This design comes from an exercise in tuning for small area, a short achievable clock period and few clock cycles on the open sky130 flow, not from production work.
Function was checked by simulation only, so behaviour that the tests miss may differ from the original.

==> flow/design.v <==
module Top_lvl (clk,start,mem_addr,mem_data,MIN_WEIGHT,MIN_PATH_NODES,donee);
input clk,start;
output [17:0] mem_addr;
input [17:0] mem_data;
output [14:0] MIN_WEIGHT;
output [17:0] MIN_PATH_NODES;  
output donee;
localparam V0=3'd0, V1=3'd1, V2=3'd2, WK=3'd3, DN=3'd4, FIN=3'd5;
reg [2:0] st;
reg [3:0] d;             
reg [17:0] x;            
reg [14:0] bud;          
reg pr;                  
reg dn;                  
reg [14:0] wmin;         
reg [17:0] best;         
reg [3:0] bd;            
reg [2:0] T;             
reg tv;                  
reg [17:0] S [1:7];      
reg [1:0]  R [1:7];      
reg [11:0] W1;
reg [12:0] W2;
reg [13:0] W3;
reg [14:0] W4, W5, W6;
reg [14:0] Wr;           
reg tv2;
reg [2:0] T2;
integer l;
always @* begin
  tv2 = 1'b0; T2 = 3'd1;
  for (l = 1; l <= 7; l = l + 1)
    if (l < T && R[l] != 2'd0) begin tv2 = 1'b1; T2 = l; end
end
wire [2:0] bdm1 = bd[2:0] - 3'd1;       
wire [17:0] sr = S[T];
wire [1:0] RT = R[T];
wire [17:0] nx1 = sr + 18'd1;           
wire [17:0] xk = x + {16'd0, 1'b1, st == V2};    
wire [17:0] best1 = best + 18'd1;       
wire [11:0] w = mem_data[11:0];
wire [2:0] nc = mem_data[2:0];
wire prune = (bud[14:12] == 3'd0) && (w >= bud[11:0]);
wire gone = (bud[14:12] == 3'd0) && (w[11:8] > bud[11:8]);    
wire end1 = gone || d[3];               
wire end2 = pr || (nc == 3'd0);
wire v1 = (st == V1), v2 = (st == V2);
wire [14:0] bw = bud - {3'b000, w};     
wire [2:0] dm1 = d[2:0] - 3'd1;         
wire [2:0] wi = d[3] ? 3'd6 : dm1;      
always @* begin
  case (wi)
    3'd1: Wr = {3'b000, W1};
    3'd2: Wr = {2'b00, W2};
    3'd3: Wr = {1'b0, W3};
    3'd4: Wr = W4;
    3'd5: Wr = W5;
    default: Wr = W6;
  endcase
end
wire [14:0] wp = wmin - ((st == V0) ? Wr : v1 ? bw : bud);
wire fin = (v1 && end1) || (v2 && end2);    
wire leaf = fin && !(v1 ? prune : pr);      
wire over = (fin && !tv && !leaf) || (st == FIN);    
reg [17:0] addr;
always @* begin
  if (st == V0) addr = mem_data;
  else if (st == WK) addr = mem_data + 18'd1;
  else if (!(v1 || v2) || fin) addr = tv ? nx1 : best1;
  else addr = xk;
end
assign mem_addr = start ? 18'd0 : addr;
assign MIN_WEIGHT = wmin;
assign donee = dn || (over && bd <= 4'd2);
assign MIN_PATH_NODES = (st != DN || d == 4'd1) ? 18'd0 : (d > bd) ? 18'h3FFFF : sr;
reg sw, rw, ww;
reg [2:0] si;
reg [17:0] sd;
reg [1:0] rd;
always @* begin
  sw = 1'b0; rw = 1'b0; ww = 1'b0; si = d[2:0]; sd = xk; rd = nc[1:0] - 2'd1;
  if (v2 && !end2) begin sw = 1'b1; rw = 1'b1; ww = 1'b1; end
  if (fin && tv) begin sw = 1'b1; rw = 1'b1; si = T; sd = nx1; rd = RT - 2'd1; end
  if (over) begin sw = (bd >= 4'd2); si = bdm1; sd = best; end
  if (st == WK) begin sw = 1'b1; si = dm1; sd = mem_data; end
end
always @(posedge clk) begin
  if (sw) S[si] <= sd;
  if (rw) R[si] <= rd;
  if (ww) case (si)
    3'd1: W1 <= wp[11:0];
    3'd2: W2 <= wp[12:0];
    3'd3: W3 <= wp[13:0];
    3'd4: W4 <= wp;
    3'd5: W5 <= wp;
    3'd6: W6 <= wp;
    default: ;
  endcase
end
always @(posedge clk) begin
  if (start) begin
    st <= V1; d <= 4'd1; x <= 18'd0;
    bud <= 15'h7FFF; wmin <= 15'h7FFF; dn <= 1'b0; tv <= 1'b0;
  end else begin
    case (st)
      V0: begin
        x <= mem_data;
        if (!d[3]) bud <= wp;    
        st <= V1;
      end
      V1: begin
        if (!d[3]) bud <= bw;
        else if (!prune) bud <= {3'b000, w};
        pr <= prune;
        if (!end1) st <= V2;
      end
      V2: if (!end2) begin
        d <= d + 4'd1;
        st <= V0;
        if (nc[2:1] != 2'b00) begin T <= d[2:0]; tv <= 1'b1; end
      end
      WK: begin
        d <= d - 4'd1;
        if (d == 4'd3) dn <= 1'b1;
        if (d == 4'd2) begin st <= DN; d <= 4'd2; T <= 3'd1; end
      end
      DN: begin
        if (d <= 4'd8) d <= d + 4'd1;
        T <= T + 3'd1;
      end
      default: ;
    endcase
    if (leaf) begin wmin <= wp; best <= x; bd <= d; end
    if (fin) begin
      if (tv) begin
        d <= {1'b0, T} + 4'd1;
        st <= V0;
        if (RT == 2'd1) begin T <= T2; tv <= tv2; end
      end else if (leaf) st <= FIN;
    end
    if (over) begin
      d <= bd - 4'd1;
      if (bd >= 4'd3) begin
        st <= WK;
        if (bd == 4'd3) dn <= 1'b1;
      end else begin
        st <= DN; dn <= 1'b1; d <= 4'd2; T <= 3'd1;
      end
    end
  end
end
endmodule  
Settings: LEC_CHECK=0, CAP_MARGIN=20, CORE_MARGIN=2, CORE_UTILIZATION=55, CTS_CLUSTER_DIAMETER=60, CTS_CLUSTER_SIZE=24, PLACE_DENSITY=0.7, SETUP_SLACK_MARGIN=2.75, SLEW_MARGIN=20; clock period 7.5 ns.
standard.sh (not shown) runs the stock make flow with config.mk's settings and CLKGATE_MAP_FILE= SYNTH_SCRIPT=/design/flow/synth_recipe.tcl, a recipe that flattens the netlist after the stock synthesis.
==> flow/flow/run.sh <==
#!/bin/bash
# The standard layout (standard.sh: ORFS from the standard synthesis to the
# routed layout), with one change: the port buffers that global placement
# inserts are plain buffers (buf_4) instead of the resizer's default pick, a
# delay cell (clkdlybuf4s50_1). make's full output goes to standard.log; ORFS
# keeps each step's own log under orfs/logs/.
set -euo pipefail
export BUFFER_PORTS_ARGS="-buffer_cell sky130_fd_sc_hd__buf_4"
bash standard.sh > standard.log 2>&1
Testbench counts at the start, summed over its fixed seeds: cycles 13,855.
Rerun with:
--- a/flow/design.v
+++ b/flow/design.v
@@ -4,9 +4,9 @@
 input [17:0] mem_data;
 output [14:0] MIN_WEIGHT;
 output [17:0] MIN_PATH_NODES;  
 output donee;
-localparam V0=3'd0, V1=3'd1, V2=3'd2, WK=3'd3, DN=3'd4, FIN=3'd5;
+localparam V0=3'd0, V1=3'd1, V2=3'd2, WK=3'd3, DN=3'd4, FIN=3'd5, WK2=3'd6;
 reg [2:0] st;
 reg [3:0] d;             
 reg [17:0] x;            
 reg [14:0] bud;          
@@ -35,9 +35,9 @@
 wire [2:0] bdm1 = bd[2:0] - 3'd1;       
 wire [17:0] sr = S[T];
 wire [1:0] RT = R[T];
 wire [17:0] nx1 = sr + 18'd1;           
-wire [17:0] xk = x + {16'd0, 1'b1, st == V2};    
+wire [17:0] xk = x + {16'd0, st != WK2, st == V2 || st == WK2};    
 wire [17:0] best1 = best + 18'd1;       
 wire [11:0] w = mem_data[11:0];
 wire [2:0] nc = mem_data[2:0];
 wire prune = (bud[14:12] == 3'd0) && (w >= bud[11:0]);
@@ -64,11 +64,10 @@
 wire over = (fin && !tv && !leaf) || (st == FIN);    
 reg [17:0] addr;
 always @* begin
   if (st == V0) addr = mem_data;
-  else if (st == WK) addr = mem_data + 18'd1;
-  else if (!(v1 || v2) || fin) addr = tv ? nx1 : best1;
-  else addr = xk;
+  else if (((v1 || v2) && !fin) || st == WK2) addr = xk;
+  else addr = tv ? sr : best1;
 end
 assign mem_addr = start ? 18'd0 : addr;
 assign MIN_WEIGHT = wmin;
 assign donee = dn || (over && bd <= 4'd2);
@@ -77,9 +76,9 @@
 reg [2:0] si;
 reg [17:0] sd;
 reg [1:0] rd;
 always @* begin
-  sw = 1'b0; rw = 1'b0; ww = 1'b0; si = d[2:0]; sd = xk; rd = nc[1:0] - 2'd1;
+  sw = 1'b0; rw = 1'b0; ww = 1'b0; si = d[2:0]; sd = x + 18'd4; rd = nc[1:0] - 2'd1;
   if (v2 && !end2) begin sw = 1'b1; rw = 1'b1; ww = 1'b1; end
   if (fin && tv) begin sw = 1'b1; rw = 1'b1; si = T; sd = nx1; rd = RT - 2'd1; end
   if (over) begin sw = (bd >= 4'd2); si = bdm1; sd = best; end
   if (st == WK) begin sw = 1'b1; si = dm1; sd = mem_data; end
@@ -119,11 +118,16 @@
         st <= V0;
         if (nc[2:1] != 2'b00) begin T <= d[2:0]; tv <= 1'b1; end
       end
       WK: begin
+        x <= mem_data;
         d <= d - 4'd1;
-        if (d == 4'd3) dn <= 1'b1;
+        st <= WK2;
         if (d == 4'd2) begin st <= DN; d <= 4'd2; T <= 3'd1; end
+      end
+      WK2: begin
+        st <= WK;
+        if (d == 4'd2) dn <= 1'b1;
       end
       DN: begin
         if (d <= 4'd8) d <= d + 4'd1;
         T <= T + 3'd1;
Result: The changed run finished with timing, DRC and antenna clean. Area after synthesis falls slightly. Synthesized cell count drops by a few percent. Die area falls slightly. Global-route usage went down by 1.5 points. Worst setup slack is better by 0.16 ns. Cell count is lower by a few percent. First-iteration DRC count increases by about a fifth.
Testbench counts after the change, summed over its fixed seeds: cycles 13,933.

v3:
// Top_lvl: RTL as listed in full above, without the edits since
clock: 7.5 ns
lec_check: 0
cap_margin: 20
core_margin: 2
core_utilization: 55
cts_cluster_diameter: 60
cts_cluster_size: 24
place_density: 0.7
setup_slack_margin: 2.25
slew_margin: 20
run.sh (not shown) runs the stock make flow with config.mk's settings and CLKGATE_MAP_FILE= SYNTH_SCRIPT=/design/flow/synth_recipe.tcl, a recipe that flattens the netlist after the stock synthesis.
Stock flow here: none of the scripts above is used.
Testbench counts of v3, summed over its fixed seeds: cycles 13,855.
The following lists how v37 was set up differently from v3:
diff --git a/flow/design.v b/flow/design.v
--- a/flow/design.v
+++ b/flow/design.v
@@ -19,11 +19,7 @@
 reg tv;                  
 reg [17:0] S [1:7];      
 reg [1:0]  R [1:7];      
-reg [11:0] W1;
-reg [12:0] W2;
-reg [13:0] W3;
-reg [14:0] W4, W5, W6;
-reg [14:0] Wr;           
+reg [14:0] W [1:6];      
 reg tv2;
 reg [2:0] T2;
 integer l;
@@ -48,17 +44,7 @@
 wire [14:0] bw = bud - {3'b000, w};     
 wire [2:0] dm1 = d[2:0] - 3'd1;         
 wire [2:0] wi = d[3] ? 3'd6 : dm1;      
-always @* begin
-  case (wi)
-    3'd1: Wr = {3'b000, W1};
-    3'd2: Wr = {2'b00, W2};
-    3'd3: Wr = {1'b0, W3};
-    3'd4: Wr = W4;
-    3'd5: Wr = W5;
-    default: Wr = W6;
-  endcase
-end
-wire [14:0] wp = wmin - ((st == V0) ? Wr : v1 ? bw : bud);
+wire [14:0] wp = wmin - ((st == V0) ? W[wi] : v1 ? bw : bud);
 wire fin = (v1 && end1) || (v2 && end2);    
 wire leaf = fin && !(v1 ? prune : pr);      
 wire over = (fin && !tv && !leaf) || (st == FIN);    
@@ -87,15 +73,7 @@
 always @(posedge clk) begin
   if (sw) S[si] <= sd;
   if (rw) R[si] <= rd;
-  if (ww) case (si)
-    3'd1: W1 <= wp[11:0];
-    3'd2: W2 <= wp[12:0];
-    3'd3: W3 <= wp[13:0];
-    3'd4: W4 <= wp;
-    3'd5: W5 <= wp;
-    3'd6: W6 <= wp;
-    default: ;
-  endcase
+  if (ww && !d[3] && d[2:0] != 3'd7) W[si] <= wp;
 end
 always @(posedge clk) begin
   if (start) begin
Results
Number of different library cells in the post-synthesis netlist: v37 and v3 compared, higher one is v37. v3 has a higher area fraction in and, or, nand and nor cells after synthesis than v37. Looking at total number of multi-input combinational cells, v37 sits 13 above v3. Reported for v37 and v3, number of tapcells turned out identical to the last digit. v37 vs v3 on path length in cells of the critical path: v37 is the lower one. In v37 relative to v3, final sequential cell count had gone up slightly.
Testbench counts of v37, summed over its fixed seeds: cycles 13,855.

what the ideal ports hide:
Ports are ideal in the flow. The routed layouts listed here were re-timed in OpenROAD. Step 1 (the two cells are an assumption about what drives the block):
set clk [get_ports {clk}]
set_driving_cell -lib_cell sky130_fd_sc_hd__clkbuf_16 $clk
set_driving_cell -lib_cell sky130_fd_sc_hd__buf_2 [delete_from_list [all_inputs] $clk]
Step 2 also shifts input and output timing later by t, the mid clock arrival at the registers, as if the neighbouring blocks saw the same clock. Three values: no drivers, after step 1, after step 2; two values: the first two.
run	t, ns	setup WS [ns]	worst hold slack (ns)	worst setup path after step 2	slew at the worst register clock pin (ns)
the first run of note 1	0.610	2.287 / 2.230 / 2.011	0.497 / 0.497 / 0.497	input to register	0.09 / 0.09
the second run of note 1	0.601	2.446 / 2.381 / 1.899	0.516 / 0.516 / 0.516	input to register	0.09 / 0.09
v3	0.612	2.248 / 2.149 / 1.934	0.483 / 0.483 / 0.483	input to register	0.09 / 0.09
v37	0.623	2.316 / 2.269 / 1.742	0.473 / 0.473 / 0.473	input to register	0.09 / 0.09
After both steps every run listed still meets setup and hold. The setup slack of v37, which loses most, moves by -0.047 ns with the drivers and by -0.574 ns with both steps.
